Context: an optimization exercise on an open-source flow, tuned for small area. The choices shown serve that exercise and are no tape-out recipe. The RTL was checked by simulation tests, not by an equivalence proof against the original design. The flow treats the clock pin as an ideal source. Dropping or thinning the clock tree relies on that and would not hold on a real chip. Power and IR drop assume default switching activity.

## uart_full_ssd_display
module uart_full_ssd_display (
    input clk,                   
    input rst,                   
    input wire uart_rxd,         
    output wire uart_txd,        
    output wire [6:0] segments,  
    output wire [3:0] dig_sel    
    );
Size in the first run: roughly 280 cells after synthesis, about 15 I/O pins, roughly 2600 µm² of cells after synthesis.
export LEC_CHECK = 0
export CAP_MARGIN = 20
export CORE_MARGIN = 2
export CORE_UTILIZATION = 40
export SLEW_MARGIN = 20
create_clock -name core_clock -period 20.0 [get_ports {clk}]
standard.sh (not shown) runs the stock make flow with config.mk's settings and CLKGATE_MAP_FILE= SYNTH_SCRIPT=/design/flow/synth_recipe.tcl, a recipe that flattens the netlist after the stock synthesis.
==> flow/flow/run.sh <==
#!/bin/bash
# The standard layout (standard.sh) with these changes, made through
# ORFS's own hooks and variables and one step between synthesis and floorplan:
# - after the standard synthesis, flow/resynth.tcl (Yosys + ABC) remaps the
#   combinational logic for area; the flip-flops keep their names and cells.
#   ABC runs flow/area.abc.in with eight random seeds (four at a time), and
#   flow/area_base.abc (no random search) as a fallback; the smallest result
#   is kept;
# - ports are buffered with the smallest buffer, buf_1 (BUFFER_PORTS_ARGS);
# - clock tree synthesis is replaced by flow/pre_cts.tcl: the clock port
#   drives four clkbuf_8, each driving a quarter of the flip-flops;
# - after clock tree synthesis, flow/post_cts.tcl replaces half adders that
#   have an output unused, swaps logic cells for the smallest drive strength
#   of the same function, and repairs slew and load.
# Logs: synth.log, comb_cells.log, resynth_<seed>.log, standard_flow.log
# here, and ORFS's per-step logs under orfs/logs/.
set -euo pipefail
export BUFFER_PORTS_ARGS="-buffer_cell sky130_fd_sc_hd__buf_1"
export PRE_CTS_TCL="$PWD/flow/pre_cts.tcl"
export POST_CTS_TCL="$PWD/flow/post_cts.tcl"
export CLOCK_BUF_CELL=sky130_fd_sc_hd__clkbuf_8
export CLOCK_BUF_GROUPS=4

bash standard.sh synth > synth.log 2>&1

RES=orfs/results/$FLOW_PLATFORM/uart_full_ssd_display/base
export LIB=$FLOW_HOME/platforms/$FLOW_PLATFORM/lib/sky130_fd_sc_hd__tt_025C_1v80.lib
export NETLIST_IN=$RES/1_2_yosys.v.std
DONT_USE=$(make -s -C "$FLOW_HOME" DESIGN_CONFIG="$PWD/config.mk" print-DONT_USE_CELLS 2>/dev/null | sed 's/^DONT_USE_CELLS[ :=]*//')
export ABC_DONT_USE=""
for c in $DONT_USE; do ABC_DONT_USE="$ABC_DONT_USE -dont_use $c"; done
python3 flow/comb_cells.py "$LIB" > comb_cells.v 2> comb_cells.log
cp $RES/1_2_yosys.v $NETLIST_IN
YOSYS="$FLOW_HOME/../tools/install/yosys/bin/yosys"

cp flow/area_base.abc area_0.abc
for s in 1 2 3 4 5 6 7 8; do
  sed "s/SEED/$s/" flow/area.abc.in > area_$s.abc
done
for wave in "0 1 2 3 4" "5 6 7 8"; do
  for s in $wave; do
    ABC_SCRIPT="$PWD/area_$s.abc" NETLIST_OUT=resynth_$s.v STAT_OUT=resynth_stat_$s.txt \
      "$YOSYS" -c flow/resynth.tcl > resynth_$s.log 2>&1 &
  done
  wait
done
best=""
best_area=""
for s in 0 1 2 3 4 5 6 7 8; do
  a=$(sed -n "s/.*Chip area for module .*: \([0-9.]*\).*/\1/p" resynth_stat_$s.txt 2>/dev/null | tail -n 1 || true)
  [ -n "$a" ] && [ -s resynth_$s.v ] || continue
  if [ -z "$best" ] || python3 -c "import sys; sys.exit(0 if $a < $best_area else 1)"; then
    best=$s
    best_area=$a
  fi
done
echo "resynthesis: run $best, area $best_area" > resynth_choice.log
[ -n "$best" ]
cp resynth_$best.v $RES/1_2_yosys.v
rm -f $RES/1_synth.odb $RES/1_synth.sdc

bash standard.sh > standard_flow.log 2>&1
Other scripts of this flow, unchanged in this note and not shown: flow/flow/area.abc.in, flow/flow/area_base.abc, flow/flow/comb_cells.py, flow/flow/post_cts.tcl, flow/flow/pre_cts.tcl, flow/flow/resynth.tcl
The first run ran to the end with no violations.
Then changed:
--- a/flow/flow/run.sh
+++ b/flow/flow/run.sh
@@ -4,7 +4,6 @@
 # - after the standard synthesis, flow/resynth.tcl (Yosys + ABC) remaps the
 #   combinational logic for area; the flip-flops keep their names and cells.
-#   ABC runs flow/area.abc.in with eight random seeds (four at a time), and
-#   flow/area_base.abc (no random search) as a fallback; the smallest result
-#   is kept;
+#   ABC runs flow/area.abc.in with four random seeds, and flow/area_base.abc
+#   (no random search) as a fallback; the smallest result is kept;
 # - ports are buffered with the smallest buffer, buf_1 (BUFFER_PORTS_ARGS);
 # - clock tree synthesis is replaced by flow/pre_cts.tcl: the clock port
@@ -35,17 +34,15 @@
 
 cp flow/area_base.abc area_0.abc
-for s in 1 2 3 4 5 6 7 8; do
+for s in 1 2 3 4; do
   sed "s/SEED/$s/" flow/area.abc.in > area_$s.abc
 done
-for wave in "0 1 2 3 4" "5 6 7 8"; do
-  for s in $wave; do
-    ABC_SCRIPT="$PWD/area_$s.abc" NETLIST_OUT=resynth_$s.v STAT_OUT=resynth_stat_$s.txt \
-      "$YOSYS" -c flow/resynth.tcl > resynth_$s.log 2>&1 &
-  done
-  wait
+for s in 0 1 2 3 4; do
+  ABC_SCRIPT="$PWD/area_$s.abc" NETLIST_OUT=resynth_$s.v STAT_OUT=resynth_stat_$s.txt \
+    "$YOSYS" -c flow/resynth.tcl > resynth_$s.log 2>&1 &
 done
+wait
 best=""
 best_area=""
-for s in 0 1 2 3 4 5 6 7 8; do
+for s in 0 1 2 3 4; do
   a=$(sed -n "s/.*Chip area for module .*: \([0-9.]*\).*/\1/p" resynth_stat_$s.txt 2>/dev/null | tail -n 1 || true)
   [ -n "$a" ] && [ -s resynth_$s.v ] || continue
What happened:
- The new run produced a clean layout
- die area stays the same
- via count is unchanged
- power stays the same
- clock skew stays the same
- first-iteration DRC count does not change
- routed wire length is unchanged
Then changed:
--- a/flow/flow/run.sh
+++ b/flow/flow/run.sh
@@ -4,6 +4,7 @@
 # - after the standard synthesis, flow/resynth.tcl (Yosys + ABC) remaps the
 #   combinational logic for area; the flip-flops keep their names and cells.
-#   ABC runs flow/area.abc.in with four random seeds, and flow/area_base.abc
-#   (no random search) as a fallback; the smallest result is kept;
+#   ABC runs flow/area.abc.in with sixteen random seeds (four at a time), and
+#   flow/area_base.abc (no random search) as a fallback; the smallest result
+#   is kept;
 # - ports are buffered with the smallest buffer, buf_1 (BUFFER_PORTS_ARGS);
 # - clock tree synthesis is replaced by flow/pre_cts.tcl: the clock port
@@ -34,15 +35,17 @@
 
 cp flow/area_base.abc area_0.abc
-for s in 1 2 3 4; do
+for s in $(seq 1 16); do
   sed "s/SEED/$s/" flow/area.abc.in > area_$s.abc
 done
-for s in 0 1 2 3 4; do
-  ABC_SCRIPT="$PWD/area_$s.abc" NETLIST_OUT=resynth_$s.v STAT_OUT=resynth_stat_$s.txt \
-    "$YOSYS" -c flow/resynth.tcl > resynth_$s.log 2>&1 &
+for wave in "0 1 2 3 4" "5 6 7 8" "9 10 11 12" "13 14 15 16"; do
+  for s in $wave; do
+    ABC_SCRIPT="$PWD/area_$s.abc" NETLIST_OUT=resynth_$s.v STAT_OUT=resynth_stat_$s.txt \
+      "$YOSYS" -c flow/resynth.tcl > resynth_$s.log 2>&1 &
+  done
+  wait
 done
-wait
 best=""
 best_area=""
-for s in 0 1 2 3 4; do
+for s in $(seq 0 16); do
   a=$(sed -n "s/.*Chip area for module .*: \([0-9.]*\).*/\1/p" resynth_stat_$s.txt 2>/dev/null | tail -n 1 || true)
   [ -n "$a" ] && [ -s resynth_$s.v ] || continue
After rerunning: Die area stays the same. Area after synthesis stays the same. Hold slack does not change. Final area is unchanged. Cell count stays the same. Utilization is unchanged. Power does not change. Wire length is unchanged.
In every run of this note, the design's own scripts or RTL, not TritonCTS, make the clock network.

## re-timing with driven ports
In the flow no input, the clock included, has a driving cell. The finished layouts below were timed again as built, in two steps. Step 1 (the two cells are an assumption about what drives the block):
set clk [get_ports {clk}]
set_driving_cell -lib_cell sky130_fd_sc_hd__clkbuf_16 $clk
set_driving_cell -lib_cell sky130_fd_sc_hd__buf_2 [delete_from_list [all_inputs] $clk]
Step 2 moves the port delays by t, midway between the first and last clock arrival at a register: inputs arrive t later, outputs are due t later. That takes back most of the time a late clock gives input paths. Three values: no drivers, after step 1, after step 2; two values: the first two.
run	t (ns)	setup WS [ns]	latest minus earliest clock arrival (ns)	worst register clock-pin slew, ns
the first run	0.212	13.731 / 13.674 / 13.887	0.011 / 0.011	0.10 / 0.10
the second run	0.212	13.731 / 13.674 / 13.887	0.011 / 0.011	0.10 / 0.10
the third run	0.212	13.731 / 13.674 / 13.887	0.011 / 0.011	0.10 / 0.10
After both steps setup and hold are still met in every run listed.
